This is an optimization exercise on Yosys and OpenROAD, whose aim is small area, a short achievable clock period and few clock cycles, not a production implementation. No run shown here included a check of the RTL's function; only the layout flow was run. Power figures rest on the tool's default switching activity, not on a simulated workload.

## flow/config.mk

```make
export PLATFORM = sky130hd
export DESIGN_NAME = cache
export DESIGN_NICKNAME = cache
export VERILOG_FILES = /design/flow/design.v
export SDC_FILE = /design/flow/constraint.sdc
export NUM_CORES = 4
export LEC_CHECK = 0
export CAP_MARGIN = 20
export CORE_MARGIN = 2
export CORE_UTILIZATION = 45
export PLACE_DENSITY = 0.6
export SETUP_SLACK_MARGIN = 5
export SLEW_MARGIN = 20
```

## flow/constraint.sdc

```tcl
create_clock -name core_clock -period 8.0 [get_ports {clk}]
set_input_delay 1.6000 -clock core_clock [delete_from_list [all_inputs] [get_ports {clk}]]
set_output_delay 1.6000 -clock core_clock [all_outputs]
set_load 0.01 [all_outputs]
```

## flow/design.v

```verilog
module cache(
    clk,
    proc_reset,
    proc_read,
    proc_write,
    proc_addr,
    proc_wdata,
    proc_stall,
    proc_rdata,
    mem_read,
    mem_write,
    mem_addr,
    mem_rdata,
    mem_wdata,
    mem_ready
);
    input          clk;
    input          proc_reset;
    input          proc_read, proc_write;
    input   [29:0] proc_addr;
    input   [31:0] proc_wdata;
    output         proc_stall;
    output  [31:0] proc_rdata;
    input  [127:0] mem_rdata;
    input          mem_ready;
    output         mem_read, mem_write;
    output  [27:0] mem_addr;
    output [127:0] mem_wdata;
    reg        done_q;       
    reg        wt_q;         
    reg        wb_q;         
    reg        rd_q;         
    reg        ph;           
    reg        fill_q;       
    reg [31:0]  rdata_q;
    reg [27:0]  maddr_q;
    reg [127:0] buf_q;       
    reg [3:0]   wen_q;       
    reg [127:0] sa [0:3];    
    reg [127:0] sb [0:3];    
    reg [24:0]  ta [0:3];
    reg [24:0]  tb [0:3];
    reg [7:0]   valid;
    reg [7:0]   dirty;
    wire [2:0]  idx  = proc_addr[4:2];
    wire [1:0]  wsel = proc_addr[1:0];
    wire        req  = proc_read | proc_write;
    wire        look = ~done_q & ~wt_q & ~wb_q & ~rd_q;
    wire        inb  = idx[0] ^ ph;             
    wire [7:0] dec  = 8'd1 << idx;
    wire [3:0] pdec = 4'd1 << idx[2:1];
    wire [3:0] wdec = 4'd1 << wsel;
    reg  [127:0] line_sel;
    reg  [24:0]  tag_sel;
    integer i;
    always @(*) begin
        line_sel = 128'd0;
        tag_sel  = 25'd0;
        for (i = 0; i < 4; i = i + 1) begin
            line_sel = line_sel | ((inb ? sb[i] : sa[i]) & {128{pdec[i]}});
            tag_sel  = tag_sel  | ((inb ? tb[i] : ta[i]) & {25{pdec[i]}});
        end
    end
    reg  [3:0] mta, mtb;
    always @(*)
        for (i = 0; i < 4; i = i + 1) begin
            mta[i] = (ta[i] == proc_addr[29:5]);
            mtb[i] = (tb[i] == proc_addr[29:5]);
        end
    wire [3:0] mt  = inb ? mtb : mta;
    wire vld   = |(valid & dec);
    wire hit   = vld & |(mt & pdec);
    wire vd    = |(valid & dirty & dec);
    wire hitw  = look & req & hit & proc_write & inb;    
    wire [31:0] cache_word = line_sel[32*wsel +: 32];
    wire [31:0] mem_word   = mem_rdata[32*wsel +: 32];
    always @(posedge clk or posedge proc_reset) begin
        if (proc_reset) begin
            done_q <= 1'b0;
            wt_q   <= 1'b0;
            wb_q   <= 1'b0;
            rd_q   <= 1'b0;
            ph     <= 1'b0;
        end else begin
            done_q <= (look & req & hit & ~hitw) | wt_q | (rd_q & mem_ready);
            wt_q   <= hitw;
            wb_q   <= (look & req & ~hit & vd) | (wb_q & ~mem_ready);
            rd_q   <= (look & req & ~hit & ~vd) | (wb_q & mem_ready) | (rd_q & ~mem_ready);
            ph     <= ~ph;
        end
    end
    always @(posedge clk) begin
        fill_q        <= rd_q;
        rdata_q       <= rd_q ? mem_word : cache_word;
        buf_q         <= rd_q ? mem_rdata : line_sel;
        maddr_q[2:0]  <= idx;
        maddr_q[27:3] <= (vd & ~rd_q & ~(wb_q & mem_ready)) ? tag_sel : proc_addr[29:5];
        wen_q         <= rd_q ? 4'b1111 : (proc_write ? wdec : 4'b0000);
    end
    wire         st_mem = rd_q & mem_ready;          
    wire [127:0] wbus;
    genvar g, w;
    generate
        for (w = 0; w < 4; w = w + 1) begin : B
            assign wbus[32*w +: 32] = (proc_write & wdec[w]) ? proc_wdata :
                                      rd_q ? mem_rdata[32*w +: 32] : buf_q[32*w +: 32];
        end
        for (g = 0; g < 4; g = g + 1) begin : P
            wire sel = pdec[g] & inb;
            for (w = 0; w < 4; w = w + 1) begin : W
                always @(posedge clk)
                    sa[g][32*w +: 32] <= (sel & (st_mem | (done_q & wen_q[w]))) ?
                                         wbus[32*w +: 32] : sb[g][32*w +: 32];
            end
            always @(posedge clk) begin
                sb[g] <= sa[g];
                tb[g] <= ta[g];
                ta[g] <= (sel & (st_mem | (done_q & fill_q))) ? proc_addr[29:5] : tb[g];
            end
        end
        for (g = 0; g < 8; g = g + 1) begin : L
            always @(posedge clk or posedge proc_reset) begin
                if (proc_reset)
                    valid[g] <= 1'b0;
                else if (done_q & dec[g] & fill_q)
                    valid[g] <= 1'b1;
            end
            always @(posedge clk)
                if (done_q & dec[g] & (fill_q | proc_write))
                    dirty[g] <= proc_write;
        end
    endgenerate
    assign proc_stall = ~done_q;
    assign proc_rdata = rdata_q;
    assign mem_read   = rd_q;
    assign mem_write  = wb_q;
    assign mem_addr   = maddr_q;
    assign mem_wdata  = buf_q;
endmodule
```

## flow/flow/run.sh

```bash
#!/bin/bash
set -euo pipefail
export BUFFER_PORTS_ARGS="-buffer_cell sky130_fd_sc_hd__buf_2"
bash standard.sh > orfs_make.log 2>&1
```

## flow/standard.sh

```bash
#!/bin/bash
# synth_recipe.tcl (not shown) runs the flow's synth.tcl, then flattens the netlist and writes it again
# the make line also repeats each setting of config.mk as NAME=value (left out here)
make -C /OpenROAD-flow-scripts/flow DESIGN_CONFIG=/design/flow/config.mk WORK_HOME=/design/flow/orfs CLKGATE_MAP_FILE= SYNTH_SCRIPT=/design/flow/synth_recipe.tcl "${@:-finish}"
```

==> summary.txt, run 1 <==
number of iterations in the first detailed-routing pass=6; library cells used by synthesis=68; leakage power of the design=27.7 nW; total number of vias=45000; Startpoint Class=primary input; adder and majority cell fraction of the synthesized area=0%; Worst Clk Skew=52.8 ps; multi-input logic area=0.0232 mm²; maximum fanout along the worst path=5; Bufs on Longest Clock Path=3; share of synthesized cell area in and, or, nand and nor gates=12.0%; status=finished clean; total global-route track usage=33.6%; number of antenna violations at the first check in global routing=37; number of flip-flops and latches in the synthesized netlist=1438; async set or reset register ratio after synthesis=0.904%; headroom to the max-slew limit=41.8%; proportion of synthesized chip area in sequential cells=55.4%; cell area after synthesis=0.0522 mm²; final std cells w/o fill=7622; number of buffers added on ports=385; worst setup path category=in2reg; Antenna Nets Post-Route=0; detail-routed via count per cell=5.91; routed len/inst=28.0 µm; weighted congestion reported at the end of routability-driven placement=0.898; synthesized-area fraction occupied by ao, oa, aoi and oai cells=14.3%; CTS tree=yes; upper clock frequency limit=0.290 GHz; post-layout total power=28.6 mW; Die Wd=345 µm; clock root buffer=clkbuf_16; most common cell after layout, fill and taps aside=dfxtp_1; filler cell count in the final layout=9782; fraction of synthesized cell area in xor and xnor cells=1.45%; Hold Crit Depth=0; ratio of final minimum period to clock period=43.1%; Post-synth EDFFs=8; initial core utilization=45.5%; PD cells=433 mW/mm²; Worst Reg2Reg Path Length in Cells=10; slew at the pin with the worst max-slew slack=871 ps; violation count after the first detailed-routing iteration=5328; Gate Count Post-Synth=5569; number of nets in the layout=6174; fraction of final layout cells with drive strength greater than 1=21.8%; post-route minimum period=3450 ps; top library cells by usage in the layout, fill and taps aside=dfxtp_1 (1365), nand2_1 (1204), mux2i_1 (431), o21ai_1 (403), a21oi_1 (400); post-layout worst setup margin=4550 ps; Max stage delay on crit path=350 ps; wire length of the first global-routing pass=291 mm; worst IR drop on VDD=0.259 mV; Placed Cells=7118; count of H-tree levels built during CTS=4; number of failing hold endpoints at the final stage=0; ports placed on the boundary=386; Max Transition Viols Final=0; standard-cell row count=124; DRC=0; flip-flop cell with the highest count after synthesis=dfxtp_1; combinational family with the most area after synthesis=compound AO/OA/AOI/OAI gates; syn avg cell area=9.37 µm²; Critical Path, Cell by Cell=buf_16 -> xnor2_4 -> buf_12 -> bufbuf_16 -> mux2i_2 -> xnor2_1 -> nand4_1 -> nor4_2 -> a41oi_1 -> a31oi_4 -> and4_1; YS warnings=5; total half-perimeter wirelength after legalization and detailed placement=118 mm; maximum number of pins on one net before global-route repair=73; sum of negative setup slack=0 ps; Worst Path Arrival=4150 ps; nets in the synthesized netlist=5764; quantity of hold-fixing buffers added after cts=0; Overflow after GRT=0; core area=0.115 mm²; critical path's slowest cell=mux2i_2; post-placement worst setup slack=2740 ps; DIE AREA=0.119 mm²; Worst Hold Class=reg2reg; number of clock sinks=1438; Worst-Skew Late Latency=790 ps; required time of the critical path=8700 ps; RSZ-0062 raised after global routing=true; crit path capture type=flip-flop; area growth from synthesis to final layout=26.4%; clock slew at the register clock pins of the worst setup and hold paths=60 ps; clock buffers created by TritonCTS=151; vertical die dimension=345 µm; final routed wirelength across all metal layers=213 mm; max-cap check violation count=0; fraction of synthesized area in multiplexers=12.6%; final number of setup-violating endpoints=0; vias in the first global route=41500; flip-flop and latch area=0.0290 mm²
-- through the flow --
stage / utilization, % / area, µm² / hold slack (ps)
after floorplan: - / 53800 / 330
after global placement: 48.4 / 55400 / 330
after detailed placement: 48.4 / 55400 / 335
after CTS: 56.2 / 64500 / 322
after global routing: 57.5 / 66000 / 325
final: 57.6 / 66000 / 316
-- cells in the mapped netlist (62+ instances only) --
library cell | instances | area, µm²
mux2_2 | 85 | 957
buf_2 | 62 | 310
o21ai_0 | 650 | 3250
dfxtp_1 | 1417 | 28400
clkbuf_1 | 285 | 1070
a21oi_1 | 467 | 2340
nor4_1 | 141 | 882
mux2i_1 | 449 | 4490
nor2_1 | 62 | 233
nand2_1 | 1228 | 4610
inv_1 | 172 | 646
o22ai_1 | 151 | 945
-- state kept, by name (all words and copies together) (netlist names) --
register and cells:
buf_q 128, dirty 8, done_q 1, fill_q 1
maddr_q 28, ph 1, rd_q 1, rdata_q 32
sa 512, sb 512, ta 100, tb 100
valid 8, wb_q 1, wen_q 4, wt_q 1
-- critical path: cells and delay by family --
kind / cells / cell delay [ps]
muxes: 1 / 350
xor gates and xnor gates: 2 / 510
and+or+nand+nor: 3 / 660
AOI/OAI and AO/OA: 2 / 400
buffers and inverters: 3 / 600
-- path summary, 6_finish.rpt --
kind	from	slack (ps)	to
worst max-delay path	proc_addr[2]	4550	wt_q$_DFF_PP0_
worst min-delay path	sa[0][51]$_DFF_P_	320	sb[0][51]$_DFF_P_
worst max register to register	ph$_DFF_PP0_	4910	wt_q$_DFF_PP0_
worst min register to register	sa[0][51]$_DFF_P_	320	sb[0][51]$_DFF_P_
max in group asynchronous	proc_reset	6710	rd_q$_DFF_PP0_
min in group asynchronous	proc_reset	870	valid[7]$_DFFE_PP0P_
-- cells by family after synthesis --
group                  Yosys count
AO/OA/AOI/OAI                 1377
AND/OR/NAND/NOR               1511
multiplexers                   585
flip-flops                    1438
XOR/XNOR                        85
buffers and inverters          573
-- layer usage --
layer	global-route usage (%)	up-vias	wire length (µm)
li1	-	20100	-
met1	44.3	21800	85100
met2	50.5	2581	91900
met3	8.98	506	23600
met4	17.5	30	12300
met5	0	-	200
-- power breakdown --
| group | switching, mW | internal [mW] |
|---|---|---|
| Clock | 3.11 | 4.25 |
| Sequential | 2.19 | 10.7 |
| Combinational | 4.95 | 3.39 |
-- layout make-up --
class | count | area share, %
diodes | 9 | 0.0341
clock buffers | 212 | 6.56
clock inverters | 63 | 1.35
inverters | 174 | 1.02
multi-input cells | 3581 | 35.2
flip-flops and latches | 1438 | 44.0
well taps | 1512 | 2.87
repair buffers | 633 | 9.02
-- what timing repair did --
item / CTS / global route
gates cloned: 62 / 21
buffers inserted: 83 / 54
hold endpoints to repair: 0 / 0
endpoints found under the setup margin: 853 / 473
resized for setup: 341 / 129
pin swaps: 42 / 38
==> inputs of run 2 (changes only) <==
==> flow/run.sh (new file) <==
#!/bin/bash
# synth_recipe.tcl (not shown) runs the flow's synth.tcl, then flattens the netlist and writes it again
# the make line also repeats each setting of config.mk as NAME=value (left out here)
make -C /OpenROAD-flow-scripts/flow DESIGN_CONFIG=/design/flow/config.mk WORK_HOME=/design/flow/orfs CLKGATE_MAP_FILE= SYNTH_SCRIPT=/design/flow/synth_recipe.tcl finish
removed: flow/flow/run.sh
removed: flow/standard.sh
==> run 2 against run 1 <==
Combinational power increased by 2%; final area increased by 2.5%; hold slack improved by 13 ps; clock power decreased by 4.5%; register-to-register slack got worse by 30 ps; synthesized area unchanged; critical path depth unchanged; via count increased by 1.8%.
==> summary.txt, run 2 <==
status=finished clean; dominant delay contributor by cell family on the critical path=simple AND/OR/NAND/NOR gates; final std cells w/o fill=7623; vias in the first global route=41200; WP buf/inv=3; vertical die dimension=345 µm; Max Transition Viols Final=0; core area=0.115 mm²; total half-perimeter wirelength after legalization and detailed placement=122 mm; post-route minimum period=3500 ps; count of H-tree levels built during CTS=4; Internal Dissipation=18.5 mW; clock root buffer=clkbuf_16; clock buffers created by TritonCTS=149; initial core utilization=45.5%; YS warnings=5; total global-route track usage=33.5%; DIE AREA=0.119 mm²; leading registers by flop count=sa x512, sb x512, buf_q x128; number of nets in the layout=6190; critical path's slowest cell=nor4_2; PD cells=423 mW/mm²; fraction of final layout cells with drive strength greater than 1=18.9%; relative contribution of combinational cells to total power=29.6%; number of antenna violations at the first check in global routing=22; number of failing hold endpoints at the final stage=0; flip-flop and latch area=0.0292 mm²; headroom to the max-slew limit=36.0%; routed len/inst=28.5 µm; relative contribution of sequential cells to total power=45.8%; post-layout total power=28.6 mW; post-placement worst setup slack=2210 ps; nets in the synthesized netlist=5764; maximum number of pins on one net before global-route repair=72; final routed wirelength across all metal layers=217 mm; most common cell after layout, fill and taps aside=dfxtp_1; number of buffers added on ports=385; violation count after the first detailed-routing iteration=5827; max-cap check violation count=0; Placed Cells=7130; library cell with the largest summed area after synthesis=dfxtp_1; worst setup path category=in2reg; instance area after placement=0.0575 mm²; top library cells by usage in the layout, fill and taps aside=dfxtp_1 (1311), nand2_1 (1198), o21ai_1 (450), mux2i_1 (434), a21oi_1 (398); upper clock frequency limit=0.286 GHz; wire length of the first global-routing pass=291 mm; final core utilization=59.0%; switching power=10.1 mW; maximum fanout along the worst path=24; post-layout worst setup margin=4500 ps; most prevalent standard cell on the critical path=buf_12; clock slew at the register clock pins of the worst setup and hold paths=60 ps; ports placed on the boundary=386; area growth from synthesis to final layout=29.6%; Gate Count Post-Synth=5569; weighted congestion reported at the end of routability-driven placement=0.918; leakage power of the design=27.8 nW; Die Wd=345 µm; crit path capture type=flip-flop; Worst Path Arrival=4210 ps; flip-flop cell with the highest count after synthesis=dfxtp_1; Worst Clk Skew=36.7 ps; standard-cell row count=124; syn avg cell area=9.37 µm²; Startpoint Class=primary input; top cell types by occurrence after synthesis=dfxtp_1 (1417), nand2_1 (1228), o21ai_0 (650), a21oi_1 (467), mux2i_1 (449); dominant cells by area after synthesis=dfxtp_1 (54%), nand2_1 (8.8%), mux2i_1 (8.6%); Clock power frac=24.6%; Post-synth EDFFs=8; Yosys top cell area share=54.3%; library cells used by synthesis=68; ratio of final minimum period to clock period=43.8%; slew at the pin with the worst max-slew slack=958 ps; final hold slack=328 ps; async set or reset register ratio after synthesis=0.904%; worst IR drop on VDD=0.266 mV; Antenna Nets Post-Route=0; final non-filler cell area=0.0676 mm²; most repeated cell in the gate-level netlist after synthesis=dfxtp_1; number of clock sinks=1438; Bufs on Longest Clock Path=3; CTS tree=yes; total number of vias=45800; number of iterations in the first detailed-routing pass=6; multi-input logic area=0.0231 mm²; switching share of total power=35.3%; DRC=0; cell area after synthesis=0.0522 mm²; detail-routed via count per cell=6.01; number of flip-flops and latches in the synthesized netlist=1438; Max stage delay on crit path=410 ps; proportion of synthesized chip area in sequential cells=55.4%; Overflow after GRT=0; RSZ-0062 raised after global routing=true; quantity of hold-fixing buffers added after cts=0; required time of the critical path=8700 ps; Worst Hold Class=reg2reg; Critical Path, Cell by Cell=buf_16 -> xnor2_4 -> buf_12 -> buf_12 -> mux2i_2 -> xnor2_1 -> nand4_1 -> nor4_2 -> a41oi_2 -> a31oi_4 -> and4_1; sum of negative setup slack=0 ps; final number of setup-violating endpoints=0; filler cell count in the final layout=9712; Worst-Skew Late Latency=780 ps
[run 2: cell counts after synthesis]
Identical to the previous run, type by type.
[run 2: timing repair]
| item | 4_1_cts | 5_1_grt |
|---|---|---|
| setup endpoints to repair | 993 | 553 |
| pin swaps | 78 | 75 |
| setup buffers | 115 | 32 |
| resized for setup | 1106 | 207 |
| gates cloned | 55 | 24 |
[run 2: cell families (layout without fill, tap and decap cells)]
family / after synthesis / count (layout) / share of synthesized area [%]
buffers and inverters: 573 / 1088 / 4.33
AO/OA/AOI/OAI: 1377 / 1377 / 14.3
flip-flops: 1438 / 1438 / 55.4
other: 0 / 9 / 0
AND/OR/NAND/NOR: 1511 / 1529 / 12.0
multiplexers: 585 / 585 / 12.6
XOR/XNOR: 85 / 85 / 1.45
[run 2: area by class of cell]
type	count	share of cell area [%]
Clock inverter	42	0.755
Tap cell	1512	2.80
Inverter	174	1.00
Clock buffer	216	6.46
Multi-Input combinational cell	3576	34.2
Timing Repair Buffer	656	11.5
Antenna cell	9	0.0333
Sequential cell	1438	43.2
[run 2: layer usage]
| layer | GRT usage [%] | vias to the layer above | routed length, µm |
|---|---|---|---|
| li1 | - | 20100 | - |
| met1 | 46.1 | 22300 | 88000 |
| met2 | 50.5 | 2848 | 94500 |
| met3 | 6.41 | 532 | 22800 |
| met4 | 16.4 | 4 | 11900 |
| met5 | 0 | - | 27 |
[run 2: power by group through the flow]
stage | clock network, mW | logic (mW) | registers [mW]
final | 7.03 | 8.48 | 13.1
after global routing | 7.36 | 9.08 | 13.4
after CTS | 7.05 | 7.93 | 13.0
after detailed placement | 0 | 7.42 | 13.0
after global placement | 0 | 7.33 | 12.9
after floorplan | 0 | 4.64 | 12.3
[run 2: path summary, 6_finish.rpt]
check	startpoint	endpoint	slack [ps]	cells past startpoint
worst min-delay path	sa[1][107]$_DFF_P_	sb[1][107]$_DFF_P_	330	0
min in group asynchronous	proc_reset	valid[4]$_DFFE_PP0P_	1150	2
worst min register to register	sa[1][107]$_DFF_P_	sb[1][107]$_DFF_P_	330	0
worst max register to register	ph$_DFF_PP0_	wt_q$_DFF_PP0_	4880	10
worst max-delay path	proc_addr[2]	wt_q$_DFF_PP0_	4500	11
max in group asynchronous	proc_reset	rd_q$_DFF_PP0_	6460	2
==> inputs of run 3 (changes only) <==
--- a/flow/design.v
+++ b/flow/design.v
@@ -61,15 +61,8 @@
             tag_sel  = tag_sel  | ((inb ? tb[i] : ta[i]) & {25{pdec[i]}});
         end
     end
-    reg  [3:0] mta, mtb;
-    always @(*)
-        for (i = 0; i < 4; i = i + 1) begin
-            mta[i] = (ta[i] == proc_addr[29:5]);
-            mtb[i] = (tb[i] == proc_addr[29:5]);
-        end
-    wire [3:0] mt  = inb ? mtb : mta;
     wire vld   = |(valid & dec);
-    wire hit   = vld & |(mt & pdec);
+    wire hit   = vld & (tag_sel == proc_addr[29:5]);
     wire vd    = |(valid & dirty & dec);
     wire hitw  = look & req & hit & proc_write & inb;    
     wire [31:0] cache_word = line_sel[32*wsel +: 32];
==> run 3 against run 2 <==
Still clean on timing, DRC and antenna; die area is 2.5% lower; non-clock buffer count is 31 lower; sequential power is 4% lower; maximum frequency is 4.2% lower; synthesized cell count is 3.4% lower; global-route usage is 1.5 points lower; power is 5.2% lower; wire length is 11% lower; critical path type unchanged; largest power group unchanged.
==> summary.txt, run 3 <==
slew at the pin with the worst max-slew slack=1150 ps; wire length of the first global-routing pass=273 mm; routed len/inst=26.0 µm; dominant cells by area after synthesis=dfxtp_1 (56%), nand2_1 (9.2%), mux2i_1 (8.5%); adder and majority cell fraction of the synthesized area=0%; violation count after the first detailed-routing iteration=4499; number of buffers added on ports=385; Overflow after GRT=0; maximum fanout along the worst path=4; post-route minimum period=3660 ps; fraction of synthesized area in multiplexers=12.8%; PD cells=410 mW/mm²; worst setup path category=in2reg; top library cells by usage in the layout, fill and taps aside=dfxtp_1 (1305), nand2_1 (1209), o21ai_0 (585), mux2i_1 (422), a21oi_1 (353); vertical die dimension=340 µm; syn avg cell area=9.46 µm²; core area=0.112 mm²; leading registers by flop count=sa x512, sb x512, buf_q x128; DIE AREA=0.116 mm²; share of synthesized cell area in and, or, nand and nor gates=13.4%; CTS tree=yes; post-placement worst setup slack=2230 ps; RSZ-0062 raised after global routing=true; final routed wirelength across all metal layers=193 mm; total number of vias=42200; detail-routed via count per cell=5.69; max-cap check violation count=0; Placed Cells=6932; library cell with the largest summed area after synthesis=dfxtp_1; Bufs on Longest Clock Path=3; post-layout worst setup margin=4340 ps; fraction of synthesized cell area in xor and xnor cells=0.484%; area growth from synthesis to final layout=30.2%; status=finished clean; initial core utilization=45.3%; ratio of final minimum period to clock period=45.7%; async set or reset register ratio after synthesis=0.904%; number of clock sinks=1438; headroom to the max-slew limit=22.9%; combinational family with the most area after synthesis=simple AND/OR/NAND/NOR gates; Worst Hold Class=reg2reg; DRC=0; Die Wd=340 µm; clock buffers created by TritonCTS=148; clock slew at the register clock pins of the worst setup and hold paths=60 ps; final std cells w/o fill=7409; weighted congestion reported at the end of routability-driven placement=0.869; upper clock frequency limit=0.273 GHz; ports placed on the boundary=386; Worst-Skew Late Latency=770 ps; flip-flop cell with the highest count after synthesis=dfxtp_1; required time of the critical path=8700 ps; number of nets in the layout=5982; sum of negative setup slack=0 ps; Antenna Nets Post-Route=0; proportion of synthesized chip area in sequential cells=56.9%; total half-perimeter wirelength after legalization and detailed placement=108 mm; worst IR drop on VDD=0.246 mV; count of H-tree levels built during CTS=4; maximum number of pins on one net before global-route repair=77; number of failing hold endpoints at the final stage=0; total global-route track usage=32.0%; crit path capture type=flip-flop; number of antenna violations at the first check in global routing=18; Post-synth EDFFs=8; standard-cell row count=123; synthesized-area fraction occupied by ao, oa, aoi and oai cells=12.5%; clock root buffer=clkbuf_16; number of flip-flops and latches in the synthesized netlist=1438; fraction of final layout cells with drive strength greater than 1=19.4%; Worst Clk Skew=33.5 ps; Yosys top cell area share=55.7%; YS warnings=5; Max Transition Viols Final=0; number of iterations in the first detailed-routing pass=8; vias in the first global route=39100; cell area after synthesis=0.0509 mm²; most common cell after layout, fill and taps aside=dfxtp_1; quantity of hold-fixing buffers added after cts=0; most repeated cell in the gate-level netlist after synthesis=dfxtp_1; nets in the synthesized netlist=5576; library cells used by synthesis=42; final hold slack=336 ps; Worst Path Arrival=4360 ps; final number of setup-violating endpoints=0; Gate Count Post-Synth=5381; top cell types by occurrence after synthesis=dfxtp_1 (1417), nand2_1 (1241), o21ai_0 (629), a21oi_1 (452), mux2i_1 (434); leakage power of the design=27.0 nW; Startpoint Class=primary input; filler cell count in the final layout=9429
[run 3: changes by cell type after synthesis, sizes merged, moves of 16 or more]
cell / previous run / this run
o21ai: 651 / 629
inv: 173 / 133
nand3b: 4 / 61
nor3b: 1 / 29
buf: 114 / 89
xnor2: 50 / 12
nand3: 17 / 33
mux2: 89 / 120
o22ai: 151 / 133
xor2: 35 / 14
[run 3: worst max-delay path, cell delays in order]
cell     delay, ps
buf_12         110
xnor2_4        130
buf_12         150
buf_16         130
buf_6          120
mux2_4         290
or4_4          460
xor2_4         180
nor4_4         360
nand4_1        200
nor4_4         400
and4_1         230
[run 3: cell type report]
class	count	area, µm²	share of cell area (%)
Antenna cell	12	30.0	0.0453
Tap cell	1500	1880	2.83
Clock inverter	31	364	0.550
Sequential cell	1438	29200	44.1
Inverter	133	505	0.763
Timing Repair Buffer	625	7870	11.9
Clock buffer	229	4500	6.80
Multi-Input combinational cell	3441	21900	33.0
[run 3: worst paths after layout]
path	start	endpoint	slack, ps	depth (start not counted)
max	proc_addr[2]	wt_q$_DFF_PP0_	4340	12
max in group asynchronous	proc_reset	rd_q$_DFF_PP0_	6290	2
min reg2reg	ta[1][15]$_DFF_P_	tb[1][15]$_DFF_P_	340	0
min in group asynchronous	proc_reset	ph$_DFF_PP0_	1270	2
min	ta[1][15]$_DFF_P_	tb[1][15]$_DFF_P_	340	0
max reg2reg	ph$_DFF_PP0_	wt_q$_DFF_PP0_	4720	11
[run 3: power breakdown]
| part | switching, mW | leakage, nW | total [mW] | internal (mW) |
|---|---|---|---|---|
| clock network | 2.88 | 2.40 | 6.97 | 4.09 |
| logic | 4.34 | 12.6 | 7.55 | 3.21 |
| registers | 1.98 | 12.1 | 12.6 | 10.7 |
[run 3: kinds of logic after synthesis]
group,after synthesis
AOI/OAI and AO/OA,1230
DFF,1438
buffers and inverters,512
muxes,591
xor gates and xnor gates,26
and+or+nand+nor,1584
[run 3: metrics by stage]
stage / util (%) / instance area [µm²] / power (mW)
6_report: 59.0 / 66200 / 27.2
5_1_grt: 58.9 / 66200 / 28.4
4_1_cts: 57.8 / 64900 / 26.7
3_5_place_dp: 49.8 / 55900 / 19.2
3_3_place_gp: 49.8 / 55900 / 19.0
2_1_floorplan: - / 52500 / 16.0
[run 3: layer usage]
metal,global-route usage [%],wire length (µm)
met5,0,62
met4,14.1,8950
met2,47.2,81800
met3,6.91,18500
met1,45.1,83400
[run 3: what timing repair did]
item                                    in CTS  in global routing
gates cloned                                68                 12
endpoints found under the setup margin     998                664
pin swaps                                   70                 62
buffers inserted                            83                 42
endpoints found under the hold margin        0                  0
gates resized for setup                    980                231
==> inputs of run 4 (changes only) <==
--- a/flow/config.mk
+++ b/flow/config.mk
@@ -11,3 +11,4 @@
 export PLACE_DENSITY = 0.6
 export SETUP_SLACK_MARGIN = 5
 export SLEW_MARGIN = 20
+export TNS_END_PERCENT = 5
==> run 4 against run 3 <==
The layout now fails its checks (antenna violations); sequential cell count is the same; synthesized cell count unchanged; power down 1.1%; final area fell by 3.6%; critical endpoint unchanged.
==> summary.txt, run 4 <==
upper clock frequency limit=0.271 GHz; leading registers by flop count=sa x512, sb x512, buf_q x128; async set or reset register ratio after synthesis=0.904%; quantity of hold-fixing buffers added after cts=0; final number of setup-violating endpoints=0; Startpoint Class=primary input; number of antenna violations at the first check in global routing=20; share of synthesized cell area in and, or, nand and nor gates=13.4%; max-cap check violation count=0; Worst Clk Skew=32.5 ps; total half-perimeter wirelength after legalization and detailed placement=107 mm; fraction of synthesized cell area in xor and xnor cells=0.484%; Worst-Skew Late Latency=760 ps; vias in the first global route=38400; Bufs on Longest Clock Path=3; slack of the worst reg-to-reg path=4660 ps; final core utilization=56.8%; launch point of the worst path=proc_addr[2]; vertical die dimension=340 µm; relative contribution of sequential cells to total power=45.9%; worst IR drop on VDD=0.248 mV; library cells used by synthesis=42; synthesized-area fraction occupied by ao, oa, aoi and oai cells=12.5%; worst setup path category=in2reg; slew at the pin with the worst max-slew slack=1080 ps; switching share of total power=33.3%; Worst Min Path Start=sa[0][15]$_DFF_P_; total number of vias=41000; library cell with the largest summed area after synthesis=dfxtp_1; number of clock sinks=1438; area growth from synthesis to final layout=25.5%; Yosys top cell area share=55.7%; count of H-tree levels built during CTS=4; syn avg cell area=9.46 µm²; number of nets in the layout=5916; adder and majority cell fraction of the synthesized area=0%; core area=0.112 mm²; Post-synth EDFFs=8; status=failed layout checks; Worst Hold Class=reg2reg; final routed wirelength across all metal layers=181 mm; Clock power frac=26.2%; post-route minimum period=3690 ps; routed len/inst=24.6 µm; fraction of synthesized area in multiplexers=12.8%; combinational family with the most area after synthesis=simple AND/OR/NAND/NOR gates; top cell types by occurrence after synthesis=dfxtp_1 (1417), nand2_1 (1241), o21ai_0 (629), a21oi_1 (452), mux2i_1 (434); filler cell count in the final layout=9736; wire length of the first global-routing pass=259 mm; dominant cells by area after synthesis=dfxtp_1 (56%), nand2_1 (9.2%), mux2i_1 (8.5%); switching power=8.94 mW; DRC=0; critical path's slowest cell=or4_4; maximum number of pins on one net before global-route repair=139; most repeated cell in the gate-level netlist after synthesis=dfxtp_1; RSZ-0062 raised after global routing=true; cell area after synthesis=0.0509 mm²; Antenna Nets Post-Route=1; weighted congestion reported at the end of routability-driven placement=0.855; number of flip-flops and latches in the synthesized netlist=1438; violation count after the first detailed-routing iteration=3935; headroom to the max-slew limit=28.1%; Gate Count Post-Synth=5381; initial core utilization=45.3%; number of failing hold endpoints at the final stage=0; Violated Checks=antenna violations; proportion of synthesized chip area in sequential cells=56.9%; Internal Dissipation=17.9 mW; top library cells by usage in the layout, fill and taps aside=dfxtp_1 (1416), nand2_1 (1222), o21ai_0 (627), mux2i_1 (434), a21oi_1 (419); clock root buffer=clkbuf_16; Worst Path Arrival=4370 ps; Max Transition Viols Final=0; relative contribution of combinational cells to total power=27.9%; clock slew at the register clock pins of the worst setup and hold paths=60 ps; detail-routed via count per cell=5.59; CTS tree=yes; crit path capture type=flip-flop; number of buffers added on ports=385; PD cells=421 mW/mm²; required time of the critical path=8680 ps; Max stage delay on crit path=430 ps; Die Wd=340 µm; ports placed on the boundary=386; DIE AREA=0.116 mm²; maximum fanout along the worst path=7; Critical Path, Cell by Cell=buf_16 -> xnor2_4 -> buf_6 -> buf_6 -> buf_16 -> buf_4 -> buf_4 -> mux2i_1 -> or4_4 -> xor2_2 -> nor4_4 -> nand4_1 -> nor4_4 -> and4_1; sum of negative setup slack=0 ps; total global-route track usage=30.0%; standard-cell row count=123; flip-flop cell with the highest count after synthesis=dfxtp_1; clock buffers created by TritonCTS=148; nets in the synthesized netlist=5576; fraction of final layout cells with drive strength greater than 1=12.0%; number of iterations in the first detailed-routing pass=7; Overflow after GRT=0; most common cell after layout, fill and taps aside=dfxtp_1; ratio of final minimum period to clock period=46.1%; YS warnings=5; leakage power of the design=26.2 nW; source of the worst register-to-register timing path=ph$_DFF_PP0_
==> run 4: what timing repair did <==
item,4_1_cts,5_1_grt
setup buffers,48,29
cloned,38,6
resized for setup,185,74
pin swaps,23,24
endpoints found under the setup margin,993,889
==> run 4: path summary, 6_finish.rpt <==
check | endpoint | cells after the start
worst max-delay path | wt_q$_DFF_PP0_ | 14
worst min-delay path | sb[0][15]$_DFF_P_ | 0
worst max register to register | wt_q$_DFF_PP0_ | 13
worst min register to register | sb[0][15]$_DFF_P_ | 0
max in group asynchronous | rd_q$_DFF_PP0_ | 2
min in group asynchronous | valid[0]$_DFFE_PP0P_ | 2
==> run 4: power groups by stage <==
stage / clock network, mW / logic (mW) / registers, mW
after CTS: 7.10 / 7.19 / 12.3
after detailed placement: 0 / 6.78 / 12.4
after global placement: 0 / 6.72 / 12.3
after floorplan: 0 / 3.90 / 12.0
after global routing: 7.40 / 8.08 / 12.6
final: 7.03 / 7.49 / 12.3
==> run 4: per-layer routing <==
layer	GRT usage, %	wire, µm
met3	6.94	17600
met1	42.1	78300
met2	44.3	76700
met4	12.9	8050
met5	0	54
==> run 4: final cells by class <==
| type | instances | area (µm²) | area share [%] |
|---|---|---|---|
| repair buffers | 560 | 6620 | 10.4 |
| clock buffers | 233 | 4630 | 7.25 |
| inverters | 133 | 503 | 0.788 |
| clock inverters | 27 | 328 | 0.513 |
| multi-input cells | 3440 | 20900 | 32.8 |
| well taps | 1500 | 1880 | 2.94 |
| diodes | 15 | 37.5 | 0.0588 |
| flip-flops and latches | 1438 | 28900 | 45.3 |
==> run 4: stage by stage <==
stage | hold slack [ps] | power, mW | instances | area [µm²] | setup WS (ps)
after floorplan | 323 | 15.9 | 5381 | 51200 | 4080
after global placement | 326 | 19.0 | 6950 | 55900 | 1950
after detailed placement | 332 | 19.2 | 6950 | 55900 | 1870
after CTS | 335 | 26.6 | 7296 | 63100 | 4300
after global routing | 339 | 28.1 | 7332 | 63800 | 4230
final | 335 | 26.9 | 7346 | 63900 | 4310
==> run 4: critical path, delay by kind of cell <==
| kind | cells | cell delay, ps |
|---|---|---|
| muxes | 1 | 110 |
| buffers and inverters | 6 | 820 |
| and+or+nand+nor | 5 | 1460 |
| xor gates and xnor gates | 2 | 340 |
==> run 4: cell families (layout without fill, tap and decap cells) <==
| group | after synthesis | after routing |
|---|---|---|
| compound gates | 1230 | 1230 |
| xor+xnor | 26 | 27 |
| buf+inv | 512 | 953 |
| flops | 1438 | 1438 |
| mux | 591 | 591 |
| other cells | 0 | 15 |
| simple gates | 1584 | 1592 |

## port drivers added, routing unchanged
The flow's constraints put no driver on any port. The routed layouts listed below were extracted and timed again, unchanged, in two steps.
Step 1 assumes that a clkbuf_16 drives the clock port and a buf_2 every other input.
Step 2, shift: input delay + t, output delay - t, t = (earliest + latest rising clock arrival at the registers) / 2. This alone moves slack from input paths to output paths.
a / b / c = ideal ports / drivers / drivers and shift; a / b = the first two.
run | t (ns) | setup slack, ns | worst hold slack (ns) | worst register clock-pin slew, ns | worst slew at a driven data input, ns
run 1 | 0.845 | 4.551 / 4.570 / 3.725 | 0.316 / 0.316 / 0.316 | 0.07 / 0.07 | 0.15
run 2 | 0.841 | 4.498 / 4.512 / 3.671 | 0.328 / 0.328 / 0.328 | 0.07 / 0.07 | 0.17
run 3 | 0.829 | 4.343 / 4.369 / 3.540 | 0.336 / 0.336 / 0.336 | 0.07 / 0.07 | 0.20
run 4 | 0.820 | 4.313 / 4.327 / 3.507 | 0.335 / 0.335 / 0.335 | 0.06 / 0.06 | 0.14
For run 2, which loses most, drivers alone change the setup slack by +0.014 ns; drivers and shift together by -0.827 ns.
